From an optimization exercise on the open Yosys and OpenROAD flow, aimed at small area and a short achievable clock period; shortcuts taken in it are not production practice.
At most, simulation tests tie the RTL to the original design; equivalence was not proved.
Function not checked in run 1: the RTL went through the layout flow alone.
Power is estimated from default activity; no workload was simulated.

## flow/design.v (module list and top-level ports; edited modules follow where they fit)
// module MAC: 3508 lines
module MAC(
	clk,
	rst_n,
	in_valid,
	in_mode,
	in_act,
	in_wgt,
	out_act_idx,
	out_wgt_idx,
	out_idx,
	out_valid,
	out_data,
	out_finish
);
  // ...
==> flow/flow/run.sh <==
#!/bin/bash
# Layout flow: the standard flow, except that synthesis skips Yosys's early
# "abc -fast" pass (SYNTH_ARGS=-noabc), so the full adders the RTL spells out
# map to full-adder cells without inverters between them. The registers keep
# the standard synthesis's instance names and cell types: the standard
# synthesis is run first for reference, and if the two differ in anything but
# the names, its netlist is used unchanged. Ports are buffered with buf_2 rather
# than the delay cell buffer_ports picks by default. Each step logs to a file here.
set -u
RES=$PWD/orfs/results/$FLOW_PLATFORM/MAC/base

bash standard.sh synth > 1_synth_standard.log 2>&1 || exit 1
cp "$RES/1_2_yosys.v" standard_netlist.v

bash standard.sh clean_synth > 1_clean.log 2>&1
if SYNTH_ARGS=-noabc bash standard.sh "$RES/1_2_yosys.v" > 1_synth_noabc.log 2>&1 &&
   python3 flow/match_regs.py standard_netlist.v "$RES/1_2_yosys.v" > 1_match_regs.log 2>&1; then
  echo "using the netlist synthesized without the early ABC pass" >> 1_match_regs.log
else
  echo "falling back to the standard netlist" >> 1_match_regs.log
  bash standard.sh clean_synth >> 1_clean.log 2>&1
  bash standard.sh synth > 1_synth_standard2.log 2>&1 || exit 1
fi

export BUFFER_PORTS_ARGS="-buffer_cell sky130_fd_sc_hd__buf_2"
bash standard.sh > 2_layout.log 2>&1
==> flow/flow/match_regs.py <==
#!/usr/bin/env python3
"""Give the registers of a netlist the instance names of a reference netlist.

usage: match_regs.py REF.v NET.v

Both netlists come from the same RTL; register instance names have the form
<register bit>$<Yosys flip-flop type>, and the type part can differ between two
syntheses (an enable or reset absorbed with the other polarity). Each register
of NET.v is renamed to the reference register with the same register bit. NET.v
is rewritten only if both hold the same register bits in the same cell types;
otherwise the script exits with status 1 and leaves NET.v alone.
"""
import re
import sys

INST = re.compile(r'^(\s*)(sky130_fd_sc_hd__\w+)(\s+)(\S+)(\s*\()')
SEQ = re.compile(r'sky130_fd_sc_hd__(df|edf|sdf|dl)')


def regs(lines):
    found = {}
    for k, line in enumerate(lines):
        m = INST.match(line)
        if not m or not SEQ.match(m.group(2)):
            continue
        name = m.group(4)
        plain = name[1:] if name.startswith('\\') else name
        cut = plain.rfind('$_')
        base = plain[:cut] if cut >= 0 else plain
        if base in found:
            raise SystemExit(f"two registers share the bit name {base}")
        found[base] = (m.group(2), name, k)
    return found


def main():
    ref_lines = open(sys.argv[1]).read().split('\n')
    net_lines = open(sys.argv[2]).read().split('\n')
    ref, net = regs(ref_lines), regs(net_lines)
    if set(ref) != set(net):
        print("register bits differ:", sorted(set(ref) ^ set(net))[:20])
        return 1
    bad = [b for b in ref if ref[b][0] != net[b][0]]
    if bad:
        print("cell types differ:", [(b, ref[b][0], net[b][0]) for b in bad[:20]])
        return 1
    renamed = 0
    for b, (cell, name, k) in net.items():
        new = ref[b][1]
        if new != name:
            m = INST.match(net_lines[k])
            net_lines[k] = m.group(1) + cell + m.group(3) + new + \
                (' ' if new.startswith('\\') and not m.group(5).startswith(' ') else '') + \
                m.group(5) + net_lines[k][m.end():]
            renamed += 1
    open(sys.argv[2], 'w').write('\n'.join(net_lines))
    print(f"{len(net)} registers, {renamed} renamed")
    return 0


if __name__ == '__main__':
    sys.exit(main())
==> flow/standard.sh <==
#!/bin/bash
# synth_recipe.tcl (not shown) runs the flow's synth.tcl, then flattens the netlist and writes it again
# the make line also repeats each setting of config.mk as NAME=value (left out here)
make -C /OpenROAD-flow-scripts/flow DESIGN_CONFIG=/design/flow/config.mk WORK_HOME=/design/flow/orfs CLKGATE_MAP_FILE= SYNTH_SCRIPT=/design/flow/synth_recipe.tcl "${@:-finish}"
==> flow/config.mk <==
export PLATFORM = sky130hd
export DESIGN_NAME = MAC
export DESIGN_NICKNAME = MAC
export VERILOG_FILES = /design/flow/design.v
export SDC_FILE = /design/flow/constraint.sdc
export NUM_CORES = 4
export LEC_CHECK = 0
export CAP_MARGIN = 20
export CORE_MARGIN = 2
export CORE_UTILIZATION = 40
export SETUP_SLACK_MARGIN = 4.5
export SLEW_MARGIN = 20
==> flow/constraint.sdc <==
create_clock -name core_clock -period 8.4 [get_ports {clk}]
set_input_delay 1.6800 -clock core_clock [delete_from_list [all_inputs] [get_ports {clk}]]
set_output_delay 1.6800 -clock core_clock [all_outputs]
set_load 0.01 [all_outputs]
==> impl_metrics.tcl, run 1 <==
set metrics [dict create \
    outcome "finished clean" \
    gp_congestion 0.987 \
    cts_made_buffers 54 \
    cp.required_ns 8.97 \
    yosys-top-cells-area "fa_1 47%, edfxtp_1 18%, nor2_1 10%, dfxtp_1 9.4%, ha_1 2.8%" \
    path_depth 9 \
    bufAreaShareNonClock_pct 11.3 \
    cts_resized 656 \
    setup_ws_ns 4.16 \
    critPathBufInv 1 \
    synth_top_family_by_area "adder cells" \
    antenna_found_initial 17 \
    dieHeight_um 327 \
    signal_buffers 502 \
    crit_top_cell "fa_2" \
    synth_warnings 1 \
    inv_count 57 \
    reg2regPathDepth 9 \
    regArea_mm2 0.0121 \
    powerDensity_mw_per_mm2 309 \
    ant_nets 0 \
    post_cts_buffers 143 \
    utilization_pct 52.2 \
    grt_max_degree 83 \
    clock_sinks 464 \
    cts_root_buf "clkbuf_16" \
    drc 0 \
    synth.ff_latch_count 464 \
    multiInputGateArea_mm2 0.0319 \
    cap_violations 0 \
    nFillCells 8672 \
    clkCellAreaFrac_pct 3.65 \
    power_leader "combinational cells" \
    post-route-period-util_pct 50.5 \
    synthFlopType "edfxtp_1" \
    routed_wl_mm 188 \
    synth_compound_area_share_pct 5.42 \
    tritoncts "done" \
    clk_latency_ns 0.71 \
    die_w_um 327 \
    grtUsageTotal_pct 34.0 \
    worstReg2RegStart "wc8[1]" \
]
==> run 2, diff against run 1 <==
--- a/flow/design.v
+++ b/flow/design.v
@@ -41,134 +41,133 @@
 		cnt <= in_valid ? 4'd0 : cnt + 4'd1;
 		out_valid <= !in_valid && cs && (mode ? (cnt >= 4'd2 && cnt <= 4'd9) : cnt[3]);
 		out_finish <= out_valid && (out_cnt == 3'd7);
 	end
 end
 always @(posedge clk) begin
 	out_idx <= {~mode, out_cnt};
 end
-logic [0:8][3:0] wr;
-always @(posedge clk) begin
-	for (integer x = 0; x < 9; x = x + 1) begin
-		wr[x] <= ~in_wgt[x];
+logic mode_nx, pad_top, pad_bot;
+assign mode_nx = in_valid ? in_mode : mode;    
+assign pad_top = mode_nx & (cnt == 4'd1);
+assign pad_bot = mode_nx & (cnt == 4'd8);
+logic [0:7][3:0] wr;
+always @(posedge clk) begin
+	for (integer x = 0; x < 8; x = x + 1) begin
+		if ((x < 3 && pad_top) || (x >= 6 && pad_bot)) wr[x] <= 4'hf;
+		else wr[x] <= ~in_wgt[x];
 	end
 end
-logic mode_nx;
-assign mode_nx = in_valid ? in_mode : mode;
-logic csel, ld_zero;
-logic [0:7][3:0] act_z;
-assign csel = mode | in_valid;
-assign ld_zero = in_valid | cnt[3];
-assign act_z = ld_zero ? 32'd0 : in_act;
-wire [0:7][3:0] act_zn = ~act_z;
+logic csel;
+assign csel = mode;
 wire [0:7][3:0] act_n = ~in_act;
 logic [0:8][3:0] a0;    
 logic [0:8][3:0] a1;    
 logic [0:8][3:0] a2;    
 logic [0:8][3:0] a3;    
 logic [0:8][3:0] a4;    
 logic [0:8][3:0] a5;    
 logic [0:8][3:0] a6;    
 logic [0:8][3:0] a7;    
 wire ld0 = csel | (cnt == 4'd0);
 always @(posedge clk) begin
-	if (ld0) a0[0] <= csel ? act_zn[1] : act_n[0];
+	if (ld0) a0[0] <= csel ? act_n[1] : act_n[0];
 	if (ld0) a0[1] <= csel ? a0[4] : act_n[1];
 	if (ld0) a0[2] <= csel ? a0[5] : act_n[2];
 	if (cnt == 4'd0) a0[3] <= act_n[3];
 	if (ld0) a0[4] <= csel ? a0[7] : act_n[4];
 	if (ld0) a0[5] <= csel ? a0[0] : act_n[5];
 	if (cnt == 4'd0) a0[6] <= act_n[6];
-	if (ld0) a0[7] <= csel ? act_zn[0] : act_n[7];
+	if (ld0) a0[7] <= csel ? act_n[0] : act_n[7];
 end
 logic [3:0] ws8_0;
-always @(posedge clk) ws8_0 <= mode_nx ? ~in_wgt[8] : ~in_wgt[0];
+always @(posedge clk) ws8_0 <= mode_nx ? (pad_bot ? 4'hf : ~in_wgt[8]) : ~in_wgt[0];
 logic [3:0] wm3;
 always @(posedge clk) wm3 <= mode_nx ? 4'hf : ~in_wgt[3];
 logic [3:0] wm6;
 always @(posedge clk) wm6 <= mode_nx ? 4'hf : ~in_wgt[6];
 wire ld1 = csel | (cnt == 4'd1);
 always @(posedge clk) begin
 	if (ld1) a1[0] <= csel ? a1[3] : act_n[0];
 	if (ld1) a1[1] <= csel ? a1[4] : act_n[1];
 	if (ld1) a1[2] <= csel ? a1[5] : act_n[2];
 	if (ld1) a1[3] <= csel ? a1[6] : act_n[3];
 	if (ld1) a1[4] <= csel ? a1[7] : act_n[4];
 	if (ld1) a1[5] <= csel ? a2[7] : act_n[5];
-	if (ld1) a1[6] <= csel ? act_zn[0] : act_n[6];
-	if (ld1) a1[7] <= csel ? act_zn[1] : act_n[7];
+	if (ld1) a1[6] <= csel ? act_n[0] : act_n[6];
+	if (ld1) a1[7] <= csel ? act_n[1] : act_n[7];
 end
 logic [3:0] wc8;
-always @(posedge clk) wc8 <= mode_nx ? ~in_wgt[8] : 4'hf;
+always @(posedge clk) wc8 <= (mode_nx && !pad_bot) ? ~in_wgt[8] : 4'hf;
 wire ld2 = csel | (cnt == 4'd2);
 always @(posedge clk) begin
 	if (ld2) a2[0] <= csel ? a2[3] : act_n[0];
 	if (ld2) a2[1] <= csel ? a2[4] : act_n[1];
 	if (ld2) a2[2] <= csel ? a2[5] : act_n[2];
 	if (ld2) a2[3] <= csel ? a2[6] : act_n[3];
 	if (ld2) a2[4] <= csel ? a2[7] : act_n[4];
 	if (ld2) a2[5] <= csel ? a3[7] : act_n[5];
-	if (ld2) a2[6] <= csel ? act_zn[1] : act_n[6];
-	if (ld2) a2[7] <= csel ? act_zn[2] : act_n[7];
+	if (ld2) a2[6] <= csel ? act_n[1] : act_n[6];
+	if (ld2) a2[7] <= csel ? act_n[2] : act_n[7];
 end
 wire ld3 = csel | (cnt == 4'd3);
 always @(posedge clk) begin
 	if (ld3) a3[0] <= csel ? a3[3] : act_n[0];
 	if (ld3) a3[1] <= csel ? a3[4] : act_n[1];
 	if (ld3) a3[2] <= csel ? a3[5] : act_n[2];
 	if (ld3) a3[3] <= csel ? a3[6] : act_n[3];
 	if (ld3) a3[4] <= csel ? a3[7] : act_n[4];
 	if (ld3) a3[5] <= csel ? a4[7] : act_n[5];
-	if (ld3) a3[6] <= csel ? act_zn[2] : act_n[6];
-	if (ld3) a3[7] <= csel ? act_zn[3] : act_n[7];
+	if (ld3) a3[6] <= csel ? act_n[2] : act_n[6];
+	if (ld3) a3[7] <= csel ? act_n[3] : act_n[7];
 end
 wire ld4 = csel | (cnt == 4'd4);
 always @(posedge clk) begin
 	if (ld4) a4[0] <= csel ? a4[3] : act_n[0];
 	if (ld4) a4[1] <= csel ? a4[4] : act_n[1];
 	if (ld4) a4[2] <= csel ? a4[5] : act_n[2];
 	if (ld4) a4[3] <= csel ? a4[6] : act_n[3];
 	if (ld4) a4[4] <= csel ? a4[7] : act_n[4];
 	if (ld4) a4[5] <= csel ? a5[7] : act_n[5];
-	if (ld4) a4[6] <= csel ? act_zn[3] : act_n[6];
-	if (ld4) a4[7] <= csel ? act_zn[4] : act_n[7];
+	if (ld4) a4[6] <= csel ? act_n[3] : act_n[6];
+	if (ld4) a4[7] <= csel ? act_n[4] : act_n[7];
 end
 wire ld5 = csel | (cnt == 4'd5);
 always @(posedge clk) begin
 	if (ld5) a5[0] <= csel ? a5[3] : act_n[0];
 	if (ld5) a5[1] <= csel ? a5[4] : act_n[1];
 	if (ld5) a5[2] <= csel ? a5[5] : act_n[2];
 	if (ld5) a5[3] <= csel ? a5[6] : act_n[3];
 	if (ld5) a5[4] <= csel ? a5[7] : act_n[4];
 	if (ld5) a5[5] <= csel ? a6[7] : act_n[5];
-	if (ld5) a5[6] <= csel ? act_zn[4] : act_n[6];
-	if (ld5) a5[7] <= csel ? act_zn[5] : act_n[7];
+	if (ld5) a5[6] <= csel ? act_n[4] : act_n[6];
+	if (ld5) a5[7] <= csel ? act_n[5] : act_n[7];
 end
 wire ld6 = csel | (cnt == 4'd6);
 always @(posedge clk) begin
 	if (ld6) a6[0] <= csel ? a6[3] : act_n[0];
 	if (ld6) a6[1] <= csel ? a6[4] : act_n[1];
 	if (ld6) a6[2] <= csel ? a6[5] : act_n[2];
 	if (ld6) a6[3] <= csel ? a6[6] : act_n[3];
 	if (ld6) a6[4] <= csel ? a6[7] : act_n[4];
 	if (ld6) a6[5] <= csel ? a7[7] : act_n[5];
-	if (ld6) a6[6] <= csel ? act_zn[5] : act_n[6];
-	if (ld6) a6[7] <= csel ? act_zn[6] : act_n[7];
+	if (ld6) a6[6] <= csel ? act_n[5] : act_n[6];
+	if (ld6) a6[7] <= csel ? act_n[6] : act_n[7];
 end
 wire ld7 = csel | (cnt == 4'd7);
 always @(posedge clk) begin
 	if (ld7) a7[0] <= csel ? a7[3] : act_n[0];
 	if (ld7) a7[1] <= csel ? a7[4] : act_n[1];
 	if (cnt == 4'd7) a7[2] <= act_n[2];
 	if (ld7) a7[3] <= csel ? a7[6] : act_n[3];
 	if (ld7) a7[4] <= csel ? a7[7] : act_n[4];
 	if (cnt == 4'd7) a7[5] <= act_n[5];
-	if (ld7) a7[6] <= csel ? act_zn[6] : act_n[6];
-	if (ld7) a7[7] <= csel ? act_zn[7] : act_n[7];
+	if (ld7) a7[6] <= csel ? act_n[6] : act_n[6];
+	if (ld7) a7[7] <= csel ? act_n[7] : act_n[7];
 end
 logic [3:0] wm2;
 always @(posedge clk) wm2 <= mode_nx ? 4'hf : ~in_wgt[2];
 logic [3:0] wm5;
 always @(posedge clk) wm5 <= mode_nx ? 4'hf : ~in_wgt[5];
 wire q0_0_00 = (~a0[0][0]) & (~ws8_0[0]);
 wire q0_0_01 = (~a0[0][0]) & (~ws8_0[1]);
 wire q0_0_02 = (~a0[0][0]) & (~ws8_0[2]);
==> flow/config.mk (replaced) <==
export PLATFORM = sky130hd
export DESIGN_NAME = MAC
export DESIGN_NICKNAME = MAC
export VERILOG_FILES = /design/flow/design.v
export SDC_FILE = /design/flow/constraint.sdc
export NUM_CORES = 4
export LEC_CHECK = 0
export CAP_MARGIN = 20
export CORE_MARGIN = 2
export CORE_UTILIZATION = 40
export SETUP_SLACK_MARGIN = 4.2
export SLEW_MARGIN = 20
==> impl_metrics.tcl, run 2 <==
set metrics [dict create \
    crit_chain "bufbuf_16 -> nor2_1 -> fa_1 -> fa_1 -> fa_1 -> fa_1 -> fa_2 -> fa_1" \
    worst_slew_pin_slew_ns 1.30 \
    synth_cells 3581 \
    yosysMostFrequentCell "nor2_1" \
    setup.worst_path.class "flop to flop" \
    cpPeakStageDelay_ns 0.62 \
    drive_gt1_share_pct 21.4 \
    timing.fmax_mhz 236 \
    dp_hpwl_mm 100 \
    wl_per_cell_um 32.6 \
    synth.ff_latch_count 464 \
    drt-initial-drc-count 5230 \
    seq_power_share_pct 21.5 \
    dr.pass1.iters 9 \
    yosys-top-cells-area "fa_1 47%, edfxtp_1 18%, nor2_1 11%, dfxtp_1 9.4%, ha_1 2.8%" \
    synth_area_leader_cell "fa_1" \
    path_depth 8 \
    crit_arrival_ns 4.75 \
    htree_num_levels 2 \
    rows 118 \
    yosysTopAreaCellShare_pct 47.3 \
    synth_warnings 1 \
    yosysSeqAreaShare_pct 28.6 \
    outcome "finished clean" \
    post-route-period-util_pct 50.4 \
    worst_path_dominant_cell_family "adder cells" \
    ir_drop_v 0.000260 \
    cp-start-kind "flop" \
    gp_congestion 0.939 \
    hp-class "flop to flop" \
    ys_types 46 \
    cap_violations 0 \
    p_int_w 0.00961 \
    grt_pass1_wl_mm 224 \
    synth_edf_count 256 \
    synthFlopType "edfxtp_1" \
    routed_wl_mm 173 \
    clock_sinks 464 \
    grt_pass1_vias 32100 \
    final_nets 5007 \
    core_area_mm2 0.103 \
    rrSetupSlack_ns 4.16 \
    globalRouteOverflowTotal 0 \
    place.port_buffers 173 \
    rsz0062_at_grt "yes" \
    setup.worst_path.end_class "flop" \
    synth_commonest_cells "1,192 x nor2_1, 984 x fa_1, 256 x edfxtp_1, 196 x dfxtp_1, 194 x a21oi_1" \
    start_util_pct 40.3 \
    synth_area_mm2 0.0416 \
    antenna_found_initial 28 \
    cts_made_buffers 53 \
    cp_max_fo 16 \
    dieArea_mm2 0.107 \
    cts_root_buf "clkbuf_16" \
    dpl_cell_area_mm2 0.0438 \
    ant_nets 0 \
    fin_skew_ns 0.0224 \
    powerDensity_mw_per_mm2 344 \
    p_comb_share_pct 65.1 \
    dieHeight_um 327 \
    grtUsageTotal_pct 29.7 \
    crit_top_cell "fa_1" \
    io-pin-count 182 \
    relSlewSlack_pct 13.3 \
    finalMaxSlewViolations 0 \
    finalSetupViolCount 0 \
    final_cell_mix "1,115 x nor2_1, 759 x fa_1, 256 x edfxtp_1" \
    post_synth.cell_area_avg_um2 11.6 \
    vias 31600 \
    swShare_pct 43.7 \
    stdcell_area_mm2 0.0497 \
    drc 0 \
    p_clk_share_pct 13.4 \
    layout_commonest_cell "nor2_1" \
    die_w_um 327 \
    tritoncts "done" \
    synthArstFlopShare_pct 2.59 \
    p_switching_w 0.00747 \
    setup_tns_ns 0 \
    hold_violations 0 \
    clk_pin_slew_ns 0.06 \
    critPathBufInv 1 \
    clk_path_buf_depth 3 \
    viasPerCell 5.96 \
    syn_to_final_growth_pct 19.4 \
    cp_slowest_cell "fa_1" \
    finalCriticalPeriod_ns 4.24 \
    reg2regPathDepth 8 \
    worstHoldPathCells 1 \
    cellLeakagePower_nw 21.8 \
    clk_latency_ns 0.65 \
    grt_max_degree 216 \
    cp.required_ns 8.91 \
]
## run 2: changes by cell type after synthesis, sizes merged, moves of 4 or more
| cell | before | now |
|---|---|---|
| nand2b | 14 | 4 |
| buf | 49 | 59 |
| xnor2 | 24 | 28 |
| nor2b | 6 | 13 |
| a21o | 102 | 52 |
| inv | 57 | 152 |
| o21a | 102 | 5 |
| nand2 | 141 | 75 |
| a21oi | 39 | 194 |
| nor2 | 1145 | 1192 |
## run 2: routing by layer
layer / vias to the layer above / wire, um / GRT usage, %
met5: - / 391 / 0.754
met4: 32 / 14300 / 15.8
met3: 800 / 31800 / 13.5
met2: 3055 / 68600 / 41.6
met1: 15900 / 57700 / 38.4
li1: 11800 / - / -
## run 2: worst paths after layout
path,from,to
min reg2reg,cs,cs
max in group asynchronous,rst_n,out_wgt_idx[0]
min,cs,cs
max reg2reg,wr[3],r0_1[5]
max,wr[3],r0_1[5]
min in group asynchronous,rst_n,cnt[2]
## run 2: power by group through the flow
| stage | registers (W) | clock network, W | logic [W] |
|---|---|---|---|
| final | 0.00368 | 0.00229 | 0.0111 |
| after global routing | 0.00371 | 0.00237 | 0.0128 |
| after CTS | 0.00365 | 0.00229 | 0.0108 |
| after detailed placement | 0.00378 | 0 | 0.0103 |
| after global placement | 0.00379 | 0 | 0.0101 |
| after floorplan | 0.00348 | 0 | 0.00734 |
## run 2: cell type report
| type | count | area, um2 |
|---|---|---|
| multi-input combinational | 2785 | 29200 |
| inverter | 152 | 571 |
| clock inverter | 32 | 255 |
| clock buffer | 67 | 1390 |
| sequential | 464 | 12000 |
| antenna | 18 | 45.0 |
| fill | 9165 | 53600 |
| tap | 1380 | 1730 |
| timing repair buffer | 401 | 4480 |
## run 2: logic make-up after synthesis
logic type	after synthesis	synth area share (%)
compound gates	323	4.54
xor+xnor	56	1.18
fa+ha+maj	1078	50.1
buf+inv	339	3.29
flops	464	28.6
mux	2	0.0481
other cells	1	0.00900
simple gates	1318	12.2
## run 2: metrics by stage
step | hold WS, ns | cells | setup WS [ns] | power, W | utilization (%)
2_1_floorplan | 0.441 | 3588 | 4.20 | 0.0108 | -
3_3_place_gp | 0.454 | 4995 | 3.72 | 0.0139 | 42.4
3_5_place_dp | 0.462 | 4996 | 3.66 | 0.0141 | 42.4
4_1_cts | 0.477 | 5194 | 4.16 | 0.0168 | 46.1
5_1_grt | 0.512 | 5283 | 4.13 | 0.0188 | 48.1
6_report | 0.471 | 5299 | 4.16 | 0.0171 | 48.1
## run 2: what timing repair did
item	CTS	global route
pin swaps	6	54
hold buffers	0	0
buffers inserted	85	59
resized for setup	144	299
gates cloned	14	28
setup endpoints to repair	78	64
==> run 3, diff against run 2 <==
--- a/flow/config.mk
+++ b/flow/config.mk
@@ -8,5 +8,6 @@
 export CAP_MARGIN = 20
 export CORE_MARGIN = 2
 export CORE_UTILIZATION = 40
-export SETUP_SLACK_MARGIN = 4.2
+export CTS_BUF_LIST = sky130_fd_sc_hd__clkbuf_8
+export SETUP_SLACK_MARGIN = 4.0
 export SLEW_MARGIN = 20
==> impl_metrics.tcl, run 3 <==
set metrics [dict create \
    cts_made_buffers 84 \
    p_comb_share_pct 64.0 \
    io-pin-count 182 \
    synth_area_mm2 0.0416 \
    tritoncts "done" \
    crit_arrival_ns 4.91 \
    grt_pass1_wl_mm 212 \
    dp_hpwl_mm 99.8 \
    cpPeakStageDelay_ns 0.57 \
    cp_slowest_cell "fa_1" \
    finalMaxSlewViolations 0 \
    drive_gt1_share_pct 12.0 \
    post-route-period-util_pct 51.6 \
    finalCriticalPeriod_ns 4.34 \
    synth_area_leader_cell "fa_1" \
    relSlewSlack_pct 15.1 \
    globalRouteOverflowTotal 0 \
    clock_sinks 464 \
    timing.critical_path.from "wr[21]" \
    synth_commonest_cells "1,192 x nor2_1, 984 x fa_1, 256 x edfxtp_1, 196 x dfxtp_1, 194 x a21oi_1" \
    layout_commonest_cell "nor2_1" \
    dieHeight_um 327 \
    yosysTopAreaCellShare_pct 47.3 \
    yosys-top-cells-area "fa_1 47%, edfxtp_1 18%, nor2_1 11%, dfxtp_1 9.4%, ha_1 2.8%" \
    cap_violations 0 \
    drt-initial-drc-count 4215 \
    die_w_um 327 \
    setup.worst_path.class "flop to flop" \
    outcome "finished clean" \
    start_util_pct 40.3 \
    hp-start "cs" \
    syn_to_final_growth_pct 13.5 \
    ir_drop_v 0.000246 \
    synth_edf_count 256 \
    finalSetupViolCount 0 \
    synth.ff_latch_count 464 \
    grt_max_degree 91 \
    crit_top_cell "fa_1" \
    p_int_w 0.00915 \
    swShare_pct 43.9 \
    hp-class "flop to flop" \
    worst_slew_pin_slew_ns 1.27 \
    clk_pin_slew_ns 0.06 \
    grtUsageTotal_pct 27.6 \
    clk_latency_ns 0.74 \
    place_ws_ns 3.60 \
    timing.fmax_mhz 231 \
    setup.worst_path.end_class "flop" \
    htree_num_levels 3 \
    synthFlopType "edfxtp_1" \
    hold_violations 0 \
    cp.required_ns 8.98 \
    core_area_mm2 0.103 \
    synth_warnings 1 \
    p_clk_share_pct 13.6 \
    dieArea_mm2 0.107 \
    viasPerCell 5.64 \
    synthArstFlopShare_pct 2.59 \
    rsz0062_at_grt "yes" \
    vias 29600 \
    antenna_found_initial 17 \
    seq_power_share_pct 22.4 \
    gp_congestion 0.943 \
    routed_wl_mm 152 \
    setup_tns_ns 0 \
    worst_path_dominant_cell_family "adder cells" \
    critPathBufInv 1 \
    p_switching_w 0.00717 \
    post_synth.cell_area_avg_um2 11.6 \
    clk_path_buf_depth 3 \
    crit_chain "buf_12 -> nor2_1 -> fa_1 -> fa_1 -> fa_1 -> fa_1 -> fa_1 -> fa_1 -> fa_1" \
    hold_buffers 0 \
    fin_skew_ns 0.0611 \
    nFillCells 9467 \
    yosysSeqAreaShare_pct 28.6 \
    worstReg2RegStart "wr[21]" \
    rows 118 \
    drc 0 \
    cellLeakagePower_nw 21.5 \
    ys_types 46 \
    cp_max_fo 28 \
    place.port_buffers 173 \
    yosysMostFrequentCell "nor2_1" \
    cts_root_buf "clkbuf_8" \
    setup_ws_ns 4.06 \
    powerDensity_mw_per_mm2 345 \
    dr.pass1.iters 8 \
    rrSetupSlack_ns 4.06 \
    synth_cells 3581 \
    grt_pass1_vias 31700 \
    wl_per_cell_um 28.9 \
    ant_nets 0 \
    final_cell_mix "1,186 x nor2_1, 982 x fa_1, 256 x edfxtp_1" \
    final_nets 4944 \
    cp-start-kind "flop" \
]
[run 3: layer usage]
metal | vias to the layer above | routed length (um) | track usage (%) | part of all wire [%]
li1 | 11700 | - | - | -
met1 | 15000 | 53500 | 36.2 | 35
met2 | 2462 | 63800 | 40.0 | 42
met3 | 416 | 25900 | 11.1 | 17
met4 | 22 | 8420 | 13.1 | 5.5
met5 | - | 144 | 0 | 0.095
[run 3: worst paths after layout]
| check | to | depth (start not counted) |
|---|---|---|
| worst min register to register | cs | 1 |
| worst max-delay path | r0_1[5] | 9 |
| worst max register to register | r0_1[5] | 9 |
| worst min-delay path | cs | 1 |
| min in group asynchronous | mode | 1 |
| max in group asynchronous | out_wgt_idx[0] | 1 |
[run 3: logic make-up (layout without fill, tap and decap cells)]
logic type | count (synthesis) | in the layout | share of synthesized area [%]
xor+xnor | 56 | 56 | 1.18
compound gates | 323 | 323 | 4.54
other cells | 1 | 13 | 0.00900
mux | 2 | 2 | 0.0481
flops | 464 | 464 | 28.6
fa+ha+maj | 1078 | 1078 | 50.1
simple gates | 1318 | 1318 | 12.2
buf+inv | 339 | 615 | 3.29
[run 3: repair_timing]
item                                    4_1_cts  5_1_grt
gates cloned                                  0        7
endpoints found under the setup margin       71       55
resized for setup                            36       57
buffers inserted                             39       47
pin swaps                                     0        2
[run 3: area by class of cell]
| type | instances | area (um2) | area share (%) |
|---|---|---|---|
| Inverter | 152 | 571 | 1.21 |
| Sequential cell | 464 | 12000 | 25.4 |
| Tap cell | 1380 | 1730 | 3.65 |
| Multi-Input combinational cell | 2785 | 28400 | 60.1 |
| Timing Repair Buffer | 307 | 2850 | 6.03 |
| Clock inverter | 70 | 493 | 1.04 |
| Antenna cell | 5 | 12.5 | 0.0265 |
| Clock buffer | 86 | 1180 | 2.51 |
[run 3: power by group through the flow]
stage / Combinational, W / Clock, W / Sequential, W
finish: 0.0104 / 0.00221 / 0.00366
global route: 0.0122 / 0.00235 / 0.00369
CTS: 0.0105 / 0.00225 / 0.00369
detailed placement: 0.0103 / 0 / 0.00379
global placement: 0.0101 / 0 / 0.00379
floorplan: 0.00733 / 0 / 0.00348
[run 3: stage by stage]
stage | instance area, um2 | total power [W] | hold slack, ns | util (%) | cells
after global placement | 43800 | 0.0139 | 0.464 | 42.4 | 4994
after CTS | 46200 | 0.0164 | 0.480 | 44.7 | 5190
after floorplan | 41700 | 0.0108 | 0.441 | - | 3588
after detailed placement | 43800 | 0.0141 | 0.467 | 42.4 | 4995
after global routing | 47200 | 0.0182 | 0.490 | 45.7 | 5245
final | 47300 | 0.0163 | 0.479 | 45.7 | 5249

separate check: timing with driven ports:
The flow's constraints put no driver on any port. The routed layouts listed below were extracted and timed again, unchanged, in two steps. Step 1, drivers: a clkbuf_16 drives clk and a buf_2 each remaining input, both assumed. Step 2 adds t to the input delays and takes it off the output delays; t is the mean of the earliest and latest rising clock arrival at the registers after step 1. Input paths then give back, and output paths get back, about the clock's delay inside the block. a / b / c = ideal ports / drivers / drivers and shift; a / b = the first two.
| run | shift t [ns] | setup WS [ns] | worst setup path at the end | worst register clock-pin slew, ns | pins driven straight from the clock port |
|---|---|---|---|---|---|
| run 1 | 0.764 | 4.161 / 4.161 / 3.869 | input to register | 0.07 / 0.07 | 1 |
| run 2 | 0.712 | 4.163 / 4.163 / 4.163 | register to register | 0.07 / 0.07 | 1 |
| run 3 | 0.778 | 4.064 / 4.064 / 4.064 | register to register | 0.07 / 0.07 | 1 |
After both steps setup and hold are still met in every run listed. The setup slack of run 1, which loses most, moves by 0.000 ns with the drivers and by -0.292 ns with both steps.
